Background: an optimization exercise with open tools, aiming at small area, a short achievable clock period and few clock cycles. Do not read the settings as production practice.
The RTL was checked by simulation tests, not by an equivalence proof against the original design.

==> flow/design.v (excerpt) <==
module axi_matrix_accelerator #(
    parameter ADDR_W = 32,
    parameter DATA_W = 32
) (
    input  logic clk,
    input  logic rst_n,
    input  logic [ADDR_W-1:0] s_axi_awaddr,
    input  logic        s_axi_awvalid,
    output logic        s_axi_awready,
    input  logic [DATA_W-1:0] s_axi_wdata,
    input  logic        s_axi_wvalid,
    output logic        s_axi_wready,
    output logic        s_axi_bvalid,
    output logic [1:0]  s_axi_bresp,
    input  logic        s_axi_bready,
    input  logic [ADDR_W-1:0] s_axi_araddr,
    input  logic        s_axi_arvalid,
    output logic        s_axi_arready,
    output logic [DATA_W-1:0] s_axi_rdata,
    output logic [1:0]  s_axi_rresp,
    output logic        s_axi_rvalid,
    input  logic        s_axi_rready,
    input  logic [DATA_W-1:0] s_axis_a_tdata,
    input  logic        s_axis_a_tvalid,
    output logic        s_axis_a_tready,
    input  logic        s_axis_a_tlast,
    input  logic [DATA_W-1:0] s_axis_b_tdata,
    input  logic        s_axis_b_tvalid,
    output logic        s_axis_b_tready,
    input  logic        s_axis_b_tlast,
    output logic [DATA_W-1:0] m_axis_c_tdata,
    output logic        m_axis_c_tvalid,
    input  logic        m_axis_c_tready,
    output logic        m_axis_c_tlast
);
For scale: ~3600 cells after synthesis, roughly 250 I/O pins, roughly 0.041 mm2 of cells after synthesis.
Settings: LEC_CHECK=0, ABC_AREA=1, CAP_MARGIN=20, CORE_MARGIN=2, CORE_UTILIZATION=45, CTS_BUF_LIST=sky130_fd_sc_hd__clkbuf_16, CTS_CLUSTER_DIAMETER=120, CTS_CLUSTER_SIZE=22, PLACE_DENSITY=0.8, SLEW_MARGIN=20; clock period 11.0 ns.
standard.sh (not shown) runs the stock make flow with config.mk's settings and CLKGATE_MAP_FILE= SYNTH_SCRIPT=/design/flow/synth_recipe.tcl, a recipe that flattens the netlist after the stock synthesis.
==> flow/flow/run.sh <==
#!/bin/bash
# The standard layout (the standard.sh), with three changes to how it is made:
#  - after the standard synthesis, flow/fapol.py removes inverters between full
#    adders by choosing for each full adder whether it computes its outputs or
#    their complements (a full adder with all inputs inverted gives both outputs
#    inverted); registers and all other logic are unchanged;
#  - the timing repair steps are asked to leave MARGIN ns of setup slack at
#    the design's clock period (flow/margin.txt);
#  - the port buffers are sky130_fd_sc_hd__buf_2 (ORFS otherwise picks a delay
#    cell); every port still gets its buffer.
# Logs: make_synth.log, fapol.log, make_finish.log here; each step's full log in orfs/logs/.
set -euo pipefail
MARGIN=$(cat flow/margin.txt)
KNOBS=(SETUP_SLACK_MARGIN=$MARGIN "BUFFER_PORTS_ARGS=-buffer_cell sky130_fd_sc_hd__buf_2")
bash standard.sh "${KNOBS[@]}" synth > make_synth.log 2>&1
R=orfs/results/${FLOW_PLATFORM}/axi_matrix_accelerator/base
cp $R/1_2_yosys.v std_1_2_yosys.v
python3 flow/fapol.py std_1_2_yosys.v $R/1_2_yosys.v > fapol.log 2>&1
rm -f $R/1_synth.odb $R/1_synth.sdc
bash standard.sh "${KNOBS[@]}" finish > make_finish.log 2>&1
==> flow/flow/margin.txt <==
7.6
Other scripts of this flow, unchanged in this note and not shown: flow/flow/fapol.py
The baseline went through all stages and came out clean.
Testbench counts at the start, summed over its fixed seeds: cycles 9,492.
Change:
==> flow/flow/margin.txt (replaced) <==
7.3
CTS_CLUSTER_DIAMETER = 135   (was 120)
CTS_CLUSTER_SIZE = 26   (was 22)
The new run passed the timing, design-rule and antenna checks.
Routed wire length came out lower by 5.6%.
Die area does not change.
Setup slack is better by 0.18 ns.
Global-route usage fell by 0.49 points.
Utilization falls by 2.2 points.
Clock-buffer cell count goes down by 7.
Change:
ABC_AREA = default   (was 1)
CTS_CLUSTER_DIAMETER = 120   (was 135)
CTS_CLUSTER_SIZE = 22   (was 26)
PLACE_DENSITY = default   (was 0.8)
=>
- cell count shrinks by 15%
- register-to-register slack got worse by 0.12 ns
- clock skew is about the same
- hold slack is about the same
- non-clock buffer count goes up by 50
- wire length rose by 2.4%
- design area is about the same
- die area goes down by 2.3%
- global-route usage rises by 1.5 points
Change:
ABC_AREA = 1   (was default)
PLACE_DENSITY = 0.8   (was default)
Effect: Setup slack is better by 0.15 ns. First-iteration DRC count came out higher by 43%. Core utilization drops by 0.92 points.
Change:
CORE_UTILIZATION = 55   (was 45)
Effect: The new run passed the timing, design-rule and antenna checks. Design area barely changes. Worst setup slack is worse by 0.12 ns. Synthesized area is unchanged. Fmax shrinks by 3.2%. Hold slack is better by 0.014 ns. Routed wire length grows by 3.0%.

job 7603:
Another version of the RTL of axi_matrix_accelerator (not shown whole).
Size in the first run: about 800 flip-flops, ~250 I/O pins, roughly 0.041 mm^2 of cells after synthesis.
export LEC_CHECK = 0
export ABC_CLOCK_PERIOD_IN_PS = 3500
export CAP_MARGIN = 20
export CORE_MARGIN = 2
export CORE_UTILIZATION = 45
export SLEW_MARGIN = 20
create_clock -name core_clock -period 11.0 [get_ports {clk}]
==> flow/flow/run.sh <==
#!/bin/bash
# The standard layout (the standard.sh, unchanged synthesis), with
#  - the port buffers made of sky130_fd_sc_hd__buf_2 (ORFS otherwise picks a
#    delay cell); every port still gets its buffer.
# make's output goes to make_finish.log; each step's full log stays in orfs/logs/.
set -euo pipefail
MARGIN=$(cat flow/margin.txt)
bash standard.sh SETUP_SLACK_MARGIN=$MARGIN \
    "BUFFER_PORTS_ARGS=-buffer_cell sky130_fd_sc_hd__buf_2" finish > make_finish.log 2>&1
==> flow/flow/margin.txt <==
7.5
No stage failed in job 7603, and the final checks on the layout all came back clean.
Testbench counts of job 7603, summed over its fixed seeds: cycles 9,492.
[inputs] job 4753 vs job 7603
Settings: CTS_BUF_LIST newly set to sky130_fd_sc_hd__clkbuf_16; CORE_UTILIZATION changed from 45 to 60; CTS_CLUSTER_SIZE newly set to 22; ABC_CLOCK_PERIOD_IN_PS removed (was 3500); CTS_CLUSTER_DIAMETER newly set to 120.
==> flow/flow/margin.txt <==
7.0
Notes after the runs:
Relative to job 7603, job 4753 degrades worst hold slack after final layout.
Cmp job 4753 vs job 7603: utilization after layout higher in job 4753
Job 4753 reports a lower share of cells above drive strength 1 than job 7603 does.
Of job 7603 and job 4753, the higher post-route standard cell area excluding fillers belongs to job 7603.
Final period demand of the worst path on job 4753 is behind job 7603.
The inputs of job 5303 differ from those of job 4753 as listed below.
Settings: CORE_UTILIZATION now 45, was 60; ABC_AREA now 1, previously not set.
Results
- In the metrics for job 4753 and job 5303, the one carrying the higher overall die width is job 5303.
- Taking job 4753 as the reference, in job 5303 count of filler cells inserted in the layout has increased, worst relative slew slack up 11 points, die area now larger.
- Compared job 5303 vs job 4753, and final design utilization is down in job 5303.
- In the flow results for job 4753 and job 5303, the minimum setup slack among reg-to-reg paths is larger on job 5303.

Starting RTL as in the previous note.
export LEC_CHECK = 0
export CAP_MARGIN = 20
export CORE_MARGIN = 2
export CORE_UTILIZATION = 45
export CTS_BUF_LIST = sky130_fd_sc_hd__clkbuf_8
export CTS_CLUSTER_SIZE = 24
export SLEW_MARGIN = 20
create_clock -name core_clock -period 11.0 [get_ports {clk}]
==> flow/flow/margin.txt <==
7.5
Scripts as last shown in full above: flow/flow/run.sh
Testbench counts at the start, summed over its fixed seeds: cycles 9,492.
Then changed:
==> flow/flow/margin.txt (replaced) <==
6.0
Settings changed: ABC_CLOCK_PERIOD_IN_PS set to 3500, CTS_BUF_LIST sky130_fd_sc_hd__clkbuf_8 to not set, CTS_CLUSTER_SIZE 24 to not set.
=>
- global-route usage came out lower by 1.7 points
- worst hold slack degrades by 4.3 ps
- die area stays the same
- core utilization went down by 4.0 points
- sequential share of layout area rises by 3.7 points
- wire length goes down by 7.4%
Then changed:
==> flow/flow/margin.txt (replaced) <==
7.5
Settings changed: ABC_CLOCK_PERIOD_IN_PS 3500 to 1200.
Effect: The new run completed without violations. Clock-buffer cell count shrinks by 3. Design area grows by 7.9%. Sequential cell count is unchanged. First-iteration DRC count shrinks by 1.9%. Hold slack is about the same. Via count grows by 5.1%.
Then changed:
==> flow/flow/margin.txt (replaced) <==
6.5
Settings changed: ABC_CLOCK_PERIOD_IN_PS 1200 to 3500.
The new run completed without violations.
Critical path depth goes down by 1.
Worst setup slack gets worse by 320 ps.
Final area is lower by 6.9%.
First-iteration DRC count came out lower by 0.50%.
Clock-buffer cell count goes down by 3.
Via count drops by 4.3%.
Die area stays the same.
Utilization goes down by 3.8 points.
Then changed:
==> flow/flow/margin.txt (replaced) <==
7.3
Settings changed: ABC_AREA set to 1, ABC_CLOCK_PERIOD_IN_PS 3500 to not set, CTS_BUF_LIST set to sky130_fd_sc_hd__clkbuf_16, CTS_CLUSTER_DIAMETER set to 120, CTS_CLUSTER_SIZE set to 22, PLACE_DENSITY set to 0.7.
The new run produced a clean layout; core utilization decreases by 0.57 points; clock skew increases by 23 ps; wire length increases by 11%; hold slack gets better by 35 ps; sequential cell count stays the same; final area increases by 4.1%.
Then changed:
Settings changed: PLACE_DENSITY 0.7 to 0.8.
What happened: Die area is unchanged; non-clock buffer count came out lower by 45; core utilization falls by 0.64 points; flip-flop and latch count is unchanged; worst setup slack gets better by 26 ps; hold slack improves by 7.8 ps.

## branch willow
axi_matrix_accelerator again, from the RTL that the note above started with.
Settings: LEC_CHECK=0, ABC_AREA=1, CAP_MARGIN=20, CORE_MARGIN=2, CORE_UTILIZATION=45, CTS_BUF_LIST=sky130_fd_sc_hd__clkbuf_16, CTS_CLUSTER_DIAMETER=120, CTS_CLUSTER_SIZE=22, SLEW_MARGIN=20; clock period 11.0 ns.
==> flow/flow/margin.txt <==
7.3
Scripts as last shown in full above: flow/flow/run.sh
Every stage of the flow completed for branch willow, and the final layout passed the timing, design-rule and antenna checks.
Testbench counts of branch willow, summed over its fixed seeds: cycles 9,492.
Input changes introduced in branch ember (baseline for comparison: branch willow):
# branch willow
export LEC_CHECK = 0
export ABC_AREA = 1
export CAP_MARGIN = 20
export CORE_MARGIN = 2
export CORE_UTILIZATION = 45
export CTS_BUF_LIST = sky130_fd_sc_hd__clkbuf_16
export CTS_CLUSTER_DIAMETER = 120
export CTS_CLUSTER_SIZE = 22
export SLEW_MARGIN = 20
create_clock -name core_clock -period 11.0 [get_ports {clk}]
# branch ember
export LEC_CHECK = 0
export CAP_MARGIN = 20
export CORE_MARGIN = 2
export CORE_UTILIZATION = 45
export CTS_BUF_LIST = sky130_fd_sc_hd__clkbuf_16
export CTS_CLUSTER_DIAMETER = 150
export CTS_CLUSTER_SIZE = 30
export SLEW_MARGIN = 20
create_clock -name core_clock -period 11.0 [get_ports {clk}]
==> flow/flow/margin.txt <==
7.0
Findings:
- Endpoint required time on the critical path up 0.07 ns in branch ember wrt branch willow
- branch ember -> branch willow: final sequential cell count delta 0, exact match
- Re number of synthesized register bits: no difference whatsoever between branch ember and branch willow.
- branch ember vs branch willow, least setup slack across all paths after layout went down by 0.20 ns.
- Compared to branch willow, the router laid down less metal wire for branch ember.
- Summary of branch ember over branch willow: share of the clock period used by the worst path after layout +1.9 points; utilization -0.43 points; synthesized cell count -1,068.

## what the ideal ports hide
The flow's constraints put no driver on any port. The routed layouts listed below were extracted and timed again, unchanged, in two steps. Step 1, drivers: a clkbuf_16 drives clk and a buf_2 each remaining input, both assumed. Step 2 adds t to the input delays and takes it off the output delays; t is the mean of the earliest and latest rising clock arrival at the registers after step 1. Input paths then give back, and output paths get back, about the clock's delay inside the block. Three values: ideal ports, drivers, drivers and shift; two values: the first two.
run | t, ns | setup WS [ns] | slew at the worst register clock pin (ns)
the first run of note 1 | 0.674 | 7.072 / 7.072 / 7.016 | 0.10 / 0.10
the second run of note 1 | 0.671 | 7.249 / 7.249 / 6.878 | 0.11 / 0.11
the third run of note 1 | 0.668 | 7.131 / 7.131 / 6.775 | 0.09 / 0.09
the fourth run of note 1 | 0.671 | 7.285 / 7.285 / 6.896 | 0.10 / 0.10
the fifth run of note 1 | 0.676 | 7.164 / 7.164 / 6.892 | 0.10 / 0.10
job 7603 | 0.740 | 6.995 / 6.995 / 6.826 | 0.07 / 0.07
job 4753 | 0.673 | 6.899 / 6.899 / 6.453 | 0.10 / 0.10
job 5303 | 0.679 | 7.091 / 7.091 / 6.767 | 0.10 / 0.10
the first run of note 3 | 0.887 | 7.006 / 7.006 / 6.680 | 0.07 / 0.07
the second run of note 3 | 0.712 | 6.196 / 6.196 / 6.196 | 0.07 / 0.07
the third run of note 3 | 0.740 | 6.995 / 6.995 / 6.826 | 0.07 / 0.07
the fourth run of note 3 | 0.725 | 6.677 / 6.677 / 6.237 | 0.07 / 0.07
the fifth run of note 3 | 0.679 | 7.144 / 7.144 / 6.901 | 0.09 / 0.09
the sixth run of note 3 | 0.691 | 7.169 / 7.169 / 6.729 | 0.10 / 0.10
branch willow | 0.699 | 7.156 / 7.156 / 7.038 | 0.10 / 0.10
branch ember | 0.730 | 6.952 / 6.952 / 6.457 | 0.12 / 0.12
After both steps every run listed still meets setup and hold. For branch ember, which loses most, drivers alone change the setup slack by 0.000 ns; drivers and shift together by -0.495 ns.
